Context: an optimization exercise on an open-source flow, tuned for small area and a short achievable clock period. The choices shown serve that exercise and are no tape-out recipe.
At most, simulation tests tie the RTL to the original design; equivalence was not proved.
Power is estimated from default activity; no workload was simulated.

Setup of Q:
// TaskInjector
module TaskInjector
#(
    parameter logic [31:0] INJECTOR_ADDRESS = 32'hE0000000,
    parameter              FLIT_SIZE        = 32,
    parameter              INJECT_MAPPER    = 0
)
(
    input  logic                     clk_i,
    input  logic                     rst_ni,
    input  logic                     src_eoa_i,
    input  logic                     src_rx_i,
    output logic                     src_credit_o,
    input  logic [(FLIT_SIZE - 1):0] src_data_i,
    input  logic [15:0]              mapper_address_i,
    output logic                     noc_tx_o,
    output logic                     noc_eop_o,
    input  logic                     noc_credit_i,
    output logic [(FLIT_SIZE - 1):0] noc_data_o,
    input  logic                     noc_rx_i,
    input  logic                     noc_eop_i,
    output logic                     noc_credit_o,
    input  logic [(FLIT_SIZE - 1):0] noc_data_i
);
For scale: roughly 12,000 cells after synthesis, roughly 4,600 flip-flops, roughly 120 I/O pins, about 0.13 mm^2 of cells after synthesis.
==> flow/config.mk <==
export PLATFORM = sky130hd
export DESIGN_NAME = TaskInjector
export DESIGN_NICKNAME = TaskInjector
export VERILOG_FILES = /design/flow/design.v
export SDC_FILE = /design/flow/constraint.sdc
export NUM_CORES = 4
export LEC_CHECK = 0
export ABC_CLOCK_PERIOD_IN_PS = 1500
export CAP_MARGIN = 20
export CORE_MARGIN = 2
export CORE_UTILIZATION = 55
export CTS_CLUSTER_DIAMETER = 60
export CTS_CLUSTER_SIZE = 25
export SETUP_SLACK_MARGIN = 2.75
export SLEW_MARGIN = 20
export TNS_END_PERCENT = 5
==> flow/constraint.sdc <==
create_clock -name core_clock -period 5.5 [get_ports {clk_i}]
set_input_delay 1.1000 -clock core_clock [delete_from_list [all_inputs] [get_ports {clk_i}]]
set_output_delay 1.1000 -clock core_clock [all_outputs]
set_load 0.01 [all_outputs]
run.sh (not shown) runs the stock make flow with config.mk's settings and CLKGATE_MAP_FILE= SYNTH_SCRIPT=/design/flow/synth_recipe.tcl, a recipe that flattens the netlist after the stock synthesis.
Q: PASS, flow complete, no timing, DRC or antenna violations
The inputs of S differ from those of Q as listed below.
==> flow/flow/run.sh (new file) <==
#!/bin/bash
# The standard layout (standard.sh), unchanged except that the input and
# output port buffers are plain buffers (buf_4) instead of the delay buffer
# that buffer_ports picks on its own. The make output goes to standard_flow.log;
# ORFS keeps each step's log under orfs/logs/.
set -euo pipefail
export BUFFER_PORTS_ARGS="-buffer_cell sky130_fd_sc_hd__buf_4"
bash standard.sh > standard_flow.log 2>&1
==> flow/standard.sh (new file) <==
#!/bin/bash
# synth_recipe.tcl (not shown) runs the flow's synth.tcl, then flattens the netlist and writes it again
# the make line also repeats each setting of config.mk as NAME=value (left out here)
make -C /OpenROAD-flow-scripts/flow DESIGN_CONFIG=/design/flow/config.mk WORK_HOME=/design/flow/orfs CLKGATE_MAP_FILE= SYNTH_SCRIPT=/design/flow/synth_recipe.tcl "${@:-finish}"
removed: flow/run.sh
--- outcome ---
Going from Q to S, final period utilization -0.64 points, worst setup slack after layout now larger, total setup buffers inserted after CTS grew by 1, critical path depth higher. Q -> S: multi-input gate share of the layout cell area flat. The total power of S was superior to that of Q. Going from Q to S, maximum resistive drop on vdd down about 3.6%; routability congestion estimate about even. Any difference in number of nets at the end of the flow between Q and S is small enough to ignore. Between S and Q, it is S whose post-route standard cell area excluding fillers is lower, by 0.34%.
Function was not checked in any run of this note: the RTL went through the layout flow alone.

* * *

== run A ==
Another version of the RTL of TaskInjector (not shown whole).
For scale: roughly 130,000 µm² of cells after synthesis.
==> flow/config.mk <==
export PLATFORM = sky130hd
export DESIGN_NAME = TaskInjector
export DESIGN_NICKNAME = TaskInjector
export VERILOG_FILES = /design/flow/design.v
export SDC_FILE = /design/flow/constraint.sdc
export NUM_CORES = 4
export LEC_CHECK = 0
export ABC_CLOCK_PERIOD_IN_PS = 1000
export CAP_MARGIN = 20
export CORE_MARGIN = 2
export CORE_UTILIZATION = 62
export CTS_CLUSTER_DIAMETER = 60
export CTS_CLUSTER_SIZE = 25
export SETUP_SLACK_MARGIN = 2.75
export SLEW_MARGIN = 20
export TNS_END_PERCENT = 5
==> flow/constraint.sdc <==
create_clock -name core_clock -period 5.5 [get_ports {clk_i}]
set_input_delay 1.1000 -clock core_clock [delete_from_list [all_inputs] [get_ports {clk_i}]]
set_output_delay 1.1000 -clock core_clock [all_outputs]
set_load 0.01 [all_outputs]
standard.sh (not shown) runs the stock make flow with config.mk's settings and CLKGATE_MAP_FILE= SYNTH_SCRIPT=/design/flow/synth_recipe.tcl, a recipe that flattens the netlist after the stock synthesis.
==> flow/flow/run.sh <==
#!/bin/bash
# The standard layout (standard.sh), unchanged except that the input and
# output port buffers are plain buffers (buf_4) instead of the delay buffer
# that buffer_ports picks on its own. The make output goes to standard_flow.log;
# ORFS keeps each step's log under orfs/logs/.
set -euo pipefail
export BUFFER_PORTS_ARGS="-buffer_cell sky130_fd_sc_hd__buf_4"
bash standard.sh > standard_flow.log 2>&1
Run A went all the way through synthesis, placement and routing and the layout is clean on timing, DRC and antenna.
#### Input delta (run B over run A)
# run A
export LEC_CHECK = 0
export ABC_CLOCK_PERIOD_IN_PS = 1000
export CAP_MARGIN = 20
export CORE_MARGIN = 2
export CORE_UTILIZATION = 62
export CTS_CLUSTER_DIAMETER = 60
export CTS_CLUSTER_SIZE = 25
export SETUP_SLACK_MARGIN = 2.75
export SLEW_MARGIN = 20
export TNS_END_PERCENT = 5
create_clock -name core_clock -period 5.5 [get_ports {clk_i}]
# run B
export LEC_CHECK = 0
export ABC_CLOCK_PERIOD_IN_PS = 1000
export CAP_MARGIN = 20
export CORE_MARGIN = 2
export CORE_UTILIZATION = 55
export CTS_CLUSTER_DIAMETER = 60
export CTS_CLUSTER_SIZE = 25
export SETUP_SLACK_MARGIN = 2.75
export SLEW_MARGIN = 20
export TNS_END_PERCENT = 5
create_clock -name core_clock -period 5.5 [get_ports {clk_i}]
Notes after the runs:
Result: PASS for each of run A and run B. Final cell count ended up 415 higher on run B than on run A. Summary of run B over run A: final area up about 0.8%, minimum clock period climbed 0.066 ns.
### run B -> run C
# run B
export LEC_CHECK = 0
export ABC_CLOCK_PERIOD_IN_PS = 1000
export CAP_MARGIN = 20
export CORE_MARGIN = 2
export CORE_UTILIZATION = 55
export CTS_CLUSTER_DIAMETER = 60
export CTS_CLUSTER_SIZE = 25
export SETUP_SLACK_MARGIN = 2.75
export SLEW_MARGIN = 20
export TNS_END_PERCENT = 5
create_clock -name core_clock -period 5.5 [get_ports {clk_i}]
# run C
export LEC_CHECK = 0
export ABC_CLOCK_PERIOD_IN_PS = 1000
export CAP_MARGIN = 20
export CORE_MARGIN = 2
export CORE_UTILIZATION = 78
export CTS_CLUSTER_DIAMETER = 60
export CTS_CLUSTER_SIZE = 25
export SETUP_SLACK_MARGIN = 2.9
export SLEW_MARGIN = 20
export TNS_END_PERCENT = 5
create_clock -name core_clock -period 5.5 [get_ports {clk_i}]
## What came out
Comparing run B and run C, the higher fraction of power consumed by the clock network was measured on run B.
Setup slack in run C is smaller than in run B.
The final area reported for run C is smaller than that of run B by about 1.3%.
On total power draw, run C does better than run B.
Core util | run C vs run B | run C higher
Setup fix buffers added after clock tree synthesis (lower): run B
Largest stage delay on the critical path (lower): run C
Beginning of the critical path = tap_q[8]$_DFF_PN0_: run B; beginning of the critical path = tap_q[7]$_DFF_PN0_: run C
Between run B and run C, the total via count after detailed routing is higher for run C.
Diff run B -> run C | minimum setup slack after placement | increase of 0.066 ns
Wire length was lower in the run labelled run B.
Run C reports a lower die area than run B does.

separate check: timing with driven ports:
The results above use ideal ports. As a check the final layouts listed here were re-extracted and re-timed, cells and wires unchanged.
Step 1 sets driving cells, clkbuf_16 on the clock port and buf_2 on the other inputs (assumed; they add their load-dependent delay and slew).
Step 2 moves the port delays by t, midway between the first and last clock arrival at a register: inputs arrive t later, outputs are due t later. That takes back most of the time a late clock gives input paths.
Three values: no drivers, after step 1, after step 2; two values: the first two.
run	t, ns	slack for setup (ns)	worst setup path after step 2	worst register clock-pin slew, ns
Q	0.978	2.564 / 2.533 / 1.924	input to register	0.10 / 0.10
S	0.972	2.600 / 2.562 / 1.876	input to register	0.10 / 0.10
run A	0.989	2.671 / 2.581 / 2.295	input to register	0.10 / 0.10
run B	0.980	2.604 / 2.603 / 2.262	input to register	0.10 / 0.10
run C	0.990	2.570 / 2.570 / 2.291	input to register	0.11 / 0.11
After both steps setup and hold are still met in every run listed. For S, which loses most, drivers alone change the setup slack by -0.038 ns; drivers and shift together by -0.724 ns.
